What follows belongs to an exercise in optimizing a design on an open flow for small area, a short achievable clock period and few clock cycles; a production flow would make more cautious choices.
In this exercise RTL edits were held to simulation tests only and were not proved equivalent to the original.

// HLSM34
module HLSM34 (Clk, Rst, Start, Done, a, b, c, d, zero, z);
Size: roughly 4600 cells after synthesis, about 270 flip-flops, roughly 390 I/O pins, about 40000 um^2 of cells after synthesis.
==> flow/config.mk <==
export PLATFORM = sky130hd
export DESIGN_NAME = HLSM34
export DESIGN_NICKNAME = HLSM34
export VERILOG_FILES = /design/flow/design.v
export SDC_FILE = /design/flow/constraint.sdc
export NUM_CORES = 8
export LEC_CHECK = 0
export CAP_MARGIN = 10
export CORE_MARGIN = 2
export CORE_UTILIZATION = 60
export CTS_CLUSTER_DIAMETER = 100
export CTS_CLUSTER_SIZE = 24
export PLACE_DENSITY = 0.75
export SETUP_SLACK_MARGIN = 5
export SLEW_MARGIN = 10
export SYNTH_HIERARCHICAL = 1
export SYNTH_MINIMUM_KEEP_SIZE = 0
==> flow/constraint.sdc <==
create_clock -name core_clock -period 300.0 [get_ports {Clk}]
set_input_delay 60.0000 -clock core_clock [delete_from_list [all_inputs] [get_ports {Clk}]]
set_output_delay 60.0000 -clock core_clock [all_outputs]
set_load 0.01 [all_outputs]
standard.sh (not shown) runs the stock make flow with config.mk's settings and CLKGATE_MAP_FILE= SYNTH_SCRIPT=/design/flow/synth_recipe.tcl, a recipe that flattens the netlist after the stock synthesis.
==> flow/flow/run.sh <==
#!/bin/bash
# Layout flow: the standard flow, except that synthesis
#  - maps the logic with an area-oriented ABC script (flow/abc_area.script)
#    instead of ORFS's delay-oriented one, and
#  - extracts only full adders (extract_fa -fa); half adders are left to ABC;
# everything else in synthesis (registers included) is unchanged.  In the
# layout the port buffers are buf_1 cells, and repair_timing works on every
# path with less than 238.8 ns of setup slack at the design's 300 ns clock
# (the paths from the inputs and to the outputs, which set the achieved
# period), not only on failing ones.  Each step's full output goes to its own
# log file in this folder.
set -euo pipefail
rm -rf scripts
mkdir scripts
cp -r "$FLOW_HOME/scripts/." scripts/
cp flow/abc_area.script scripts/abc_speed.script
sed -i 's/extract_fa {\*}\[dont_use_extract_fa_args\]/extract_fa -fa/' scripts/synth.tcl
grep -q '^ *extract_fa -fa$' scripts/synth.tcl
bash standard.sh SCRIPTS_DIR="$PWD/scripts" synth > synth.log 2>&1
bash standard.sh "BUFFER_PORTS_ARGS=-buffer_cell sky130_fd_sc_hd__buf_1" SETUP_SLACK_MARGIN=238.8 finish > layout.log 2>&1
==> flow/flow/abc_area.script <==
&get -n
&st
&dch
&nf -a
&put
topo
dnsize -c
&get -n
&st
&dch
&nf -a
&put
topo
dnsize -c
The first run went through all stages and came out clean.
Testbench counts at the start, summed over its fixed seeds: cycles 33,977.
==> next run, changes <==
--- a/flow/flow/run.sh
+++ b/flow/flow/run.sh
@@ -7,3 +7,3 @@
 # layout the port buffers are buf_1 cells, and repair_timing works on every
-# path with less than 238.8 ns of setup slack at the design's 300 ns clock
+# path with less than 238.7 ns of setup slack at the design's 300 ns clock
 # (the paths from the inputs and to the outputs, which set the achieved
@@ -19,2 +19,2 @@
 bash standard.sh SCRIPTS_DIR="$PWD/scripts" synth > synth.log 2>&1
-bash standard.sh "BUFFER_PORTS_ARGS=-buffer_cell sky130_fd_sc_hd__buf_1" SETUP_SLACK_MARGIN=238.8 finish > layout.log 2>&1
+bash standard.sh "BUFFER_PORTS_ARGS=-buffer_cell sky130_fd_sc_hd__buf_1" SETUP_SLACK_MARGIN=238.7 finish > layout.log 2>&1
CORE_UTILIZATION = 70   (was 60)
PLACE_DENSITY = 0.8   (was 0.75)
The new run completed with no timing, DRC or antenna violations.
Non-clock buffer count came out lower by 10.
Cell count is lower by 2.0%.
Routed wire length shrinks by 0.59%.
Cell area falls by 0.70%.
Core utilization grows by 11 points.
==> next run, changes <==
CORE_UTILIZATION = 60   (was 70)
PLACE_DENSITY = 0.75   (was 0.8)
After rerunning: The changed run finished with timing, DRC and antenna clean; count of clock-buffer cells in the layout goes down by 1; maximum frequency is about the same; first-iteration DRC count goes down by 10%; area after synthesis does not change; via count goes down by 3.9%; worst setup slack improved by 6.0 ps; cell count goes up by 1.9%; wire length is about the same; critical path depth does not change.

* * *

HLSM34, a different RTL version from the one above (not shown whole).
Size in the first run: about 5300 cells after synthesis, ~43000 um2 of cells after synthesis.
clock: 300.0 ns
lec_check: 0
cap_margin: 20
core_margin: 2
core_utilization: 60
cts_cluster_diameter: 100
cts_cluster_size: 24
setup_slack_margin: 5
slew_margin: 20
synth_hierarchical: 1
synth_minimum_keep_size: 0
==> flow/flow/run.sh <==
#!/bin/bash
# Layout flow: the standard flow, except that synthesis
#  - maps the logic with an area-oriented ABC script (flow/abc_area.script)
#    instead of ORFS's delay-oriented one, and
#  - extracts only full adders (extract_fa -fa); half adders are left to ABC;
# everything else in synthesis (registers included) is unchanged; and the
# port buffers are buf_1 cells.  Each step's full output goes to its own log
# file in this folder.
set -euo pipefail
rm -rf scripts
mkdir scripts
cp -r "$FLOW_HOME/scripts/." scripts/
cp flow/abc_area.script scripts/abc_speed.script
sed -i 's/extract_fa {\*}\[dont_use_extract_fa_args\]/extract_fa -fa/' scripts/synth.tcl
grep -q '^ *extract_fa -fa$' scripts/synth.tcl
bash standard.sh SCRIPTS_DIR="$PWD/scripts" synth > synth.log 2>&1
bash standard.sh "BUFFER_PORTS_ARGS=-buffer_cell sky130_fd_sc_hd__buf_1" finish > layout.log 2>&1
==> flow/flow/abc_area.script <==
&get -n
&st
&dch
&nf -a
&put
buffer -c
topo
stime -c
upsize -c
dnsize -c
&get -n
&st
&dch
&nf -a
&put
buffer -c
topo
stime -c
upsize -c
dnsize -c
Testbench counts at the start, summed over its fixed seeds: cycles 33,977.
==> next run, changes <==
CORE_UTILIZATION = 65   (was 60)
CTS_CLUSTER_DIAMETER = unset   (was 100)
CTS_CLUSTER_SIZE = unset   (was 24)
Cell area rises by 0.70%.
Worst setup slack is worse by 0.047 ns.
Area after synthesis is unchanged.
==> next run, changes <==
==> flow/flow/abc_area.script (replaced) <==
&get -n
&st
&dch
&nf -a
&put
buffer -c
topo
dnsize -c
&get -n
&st
&dch
&nf -a
&put
buffer -c
topo
dnsize -c
CAP_MARGIN = 10   (was 20)
CORE_UTILIZATION = 60   (was 65)
CTS_CLUSTER_DIAMETER = 100   (was unset)
CTS_CLUSTER_SIZE = 24   (was unset)
SLEW_MARGIN = 10   (was 20)
Outcome: The changed run finished clean; routed wire length went up by 1.4%; critical path depth falls by 1; worst setup slack degrades by 0.31 ns; non-clock buffer count is lower by 1; utilization came out lower by 6.4 points.
==> next run, changes <==
==> flow/flow/abc_area.script (replaced) <==
&get -n
&st
&dch
&nf -a
&put
topo
dnsize -c
&get -n
&st
&dch
&nf -a
&put
topo
dnsize -c
=> The changed run produced a clean layout. Setup slack improves by 0.25 ns. Clock skew stays flat. Non-clock buffer count goes up by 15. Final area is about the same. Critical path depth is higher by 1. Utilization rises by 2.7 points.
==> next run, changes <==
==> flow/flow/abc_area.script (replaced) <==
&get -n
&st
&dch
&nf -a
&put
buffer -c
topo
stime -c
upsize -c
dnsize -c
&get -n
&st
&dch
&nf -a
&put
buffer -c
topo
stime -c
upsize -c
dnsize -c
CAP_MARGIN = 20   (was 10)
CORE_UTILIZATION = 55   (was 60)
CTS_CLUSTER_DIAMETER = unset   (was 100)
CTS_CLUSTER_SIZE = unset   (was 24)
SLEW_MARGIN = 20   (was 10)
What happened: Clock skew shrinks by 0.0088 ns; count of clock-buffer cells in the layout grows by 20; sequential share of layout area shrinks by 0.22 points; via count shrinks by 2.1%; cell area grows by 1.9%; setup slack got worse by 0.087 ns; die area grows by 14%; wire length grows by 3.0%.
==> next run, changes <==
--- a/flow/flow/abc_area.script
+++ b/flow/flow/abc_area.script
@@ -20 +20,11 @@
 dnsize -c
+&get -n
+&st
+&dch
+&nf -a
+&put
+buffer -c
+topo
+stime -c
+upsize -c
+dnsize -c
CAP_MARGIN = 10   (was 20)
CORE_UTILIZATION = 60   (was 55)
CTS_CLUSTER_DIAMETER = 100   (was unset)
CTS_CLUSTER_SIZE = 24   (was unset)
SLEW_MARGIN = 10   (was 20)
Result: Core utilization rises by 4.0 points; via count grows by 1.1%; clock skew went up by 0.0070 ns; final area decreases by 2.3%; global-route usage rose by 2.9 points; register-to-register slack gets better by 1.3 ns; synthesized cell count stays flat; sequential share of layout area went up by 0.28 points.

[separate check: timing with driven ports]
The results above use ideal ports. As a check the final layouts listed here were re-extracted and re-timed, cells and wires unchanged. Step 1 (the two cells are an assumption about what drives the block):
set clk [get_ports {Clk}]
set_driving_cell -lib_cell sky130_fd_sc_hd__clkbuf_16 $clk
set_driving_cell -lib_cell sky130_fd_sc_hd__buf_2 [delete_from_list [all_inputs] $clk]
Step 2 times the ports against the registers' clock, not the clock port: input delays grow and output delays shrink by t, the midpoint of the rising clock arrivals with the driver on. Three values: no drivers, after step 1, after step 2; two values: the first two.
run | t (ns) | setup WS [ns] | hold slack, ns | worst register clock-pin slew, ns | worst data-port slew with drivers (ns)
the first run of note 1 | 0.629 | 238.776 / 238.771 / 238.188 | 0.501 / 0.501 / 0.501 | 0.10 / 0.10 | 0.09
the second run of note 1 | 0.649 | 238.717 / 238.726 / 238.077 | 0.547 / 0.547 / 0.547 | 0.10 / 0.10 | 0.09
the third run of note 1 | 0.632 | 238.723 / 238.768 / 238.140 | 0.497 / 0.497 / 0.497 | 0.10 / 0.10 | 0.11
the first run of note 2 | 0.681 | 238.749 / 238.705 / 238.070 | 0.494 / 0.494 / 0.494 | 0.10 / 0.10 | 0.11
the second run of note 2 | 0.652 | 238.702 / 238.694 / 238.042 | 0.474 / 0.474 / 0.474 | 0.08 / 0.08 | 0.11
the third run of note 2 | 0.652 | 238.392 / 238.378 / 237.726 | 0.494 / 0.494 / 0.494 | 0.10 / 0.10 | 0.12
the fourth run of note 2 | 0.646 | 238.647 / 238.690 / 238.044 | 0.466 / 0.466 / 0.466 | 0.10 / 0.10 | 0.11
the fifth run of note 2 | 0.653 | 238.560 / 238.610 / 237.957 | 0.467 / 0.467 / 0.467 | 0.07 / 0.07 | 0.11
the sixth run of note 2 | 0.660 | 238.596 / 238.621 / 237.961 | 0.491 / 0.491 / 0.491 | 0.10 / 0.10 | 0.15
After both steps setup and hold are still met in every run listed. For the first run of note 2, which loses most, drivers alone change the setup slack by -0.044 ns; drivers and shift together by -0.679 ns.
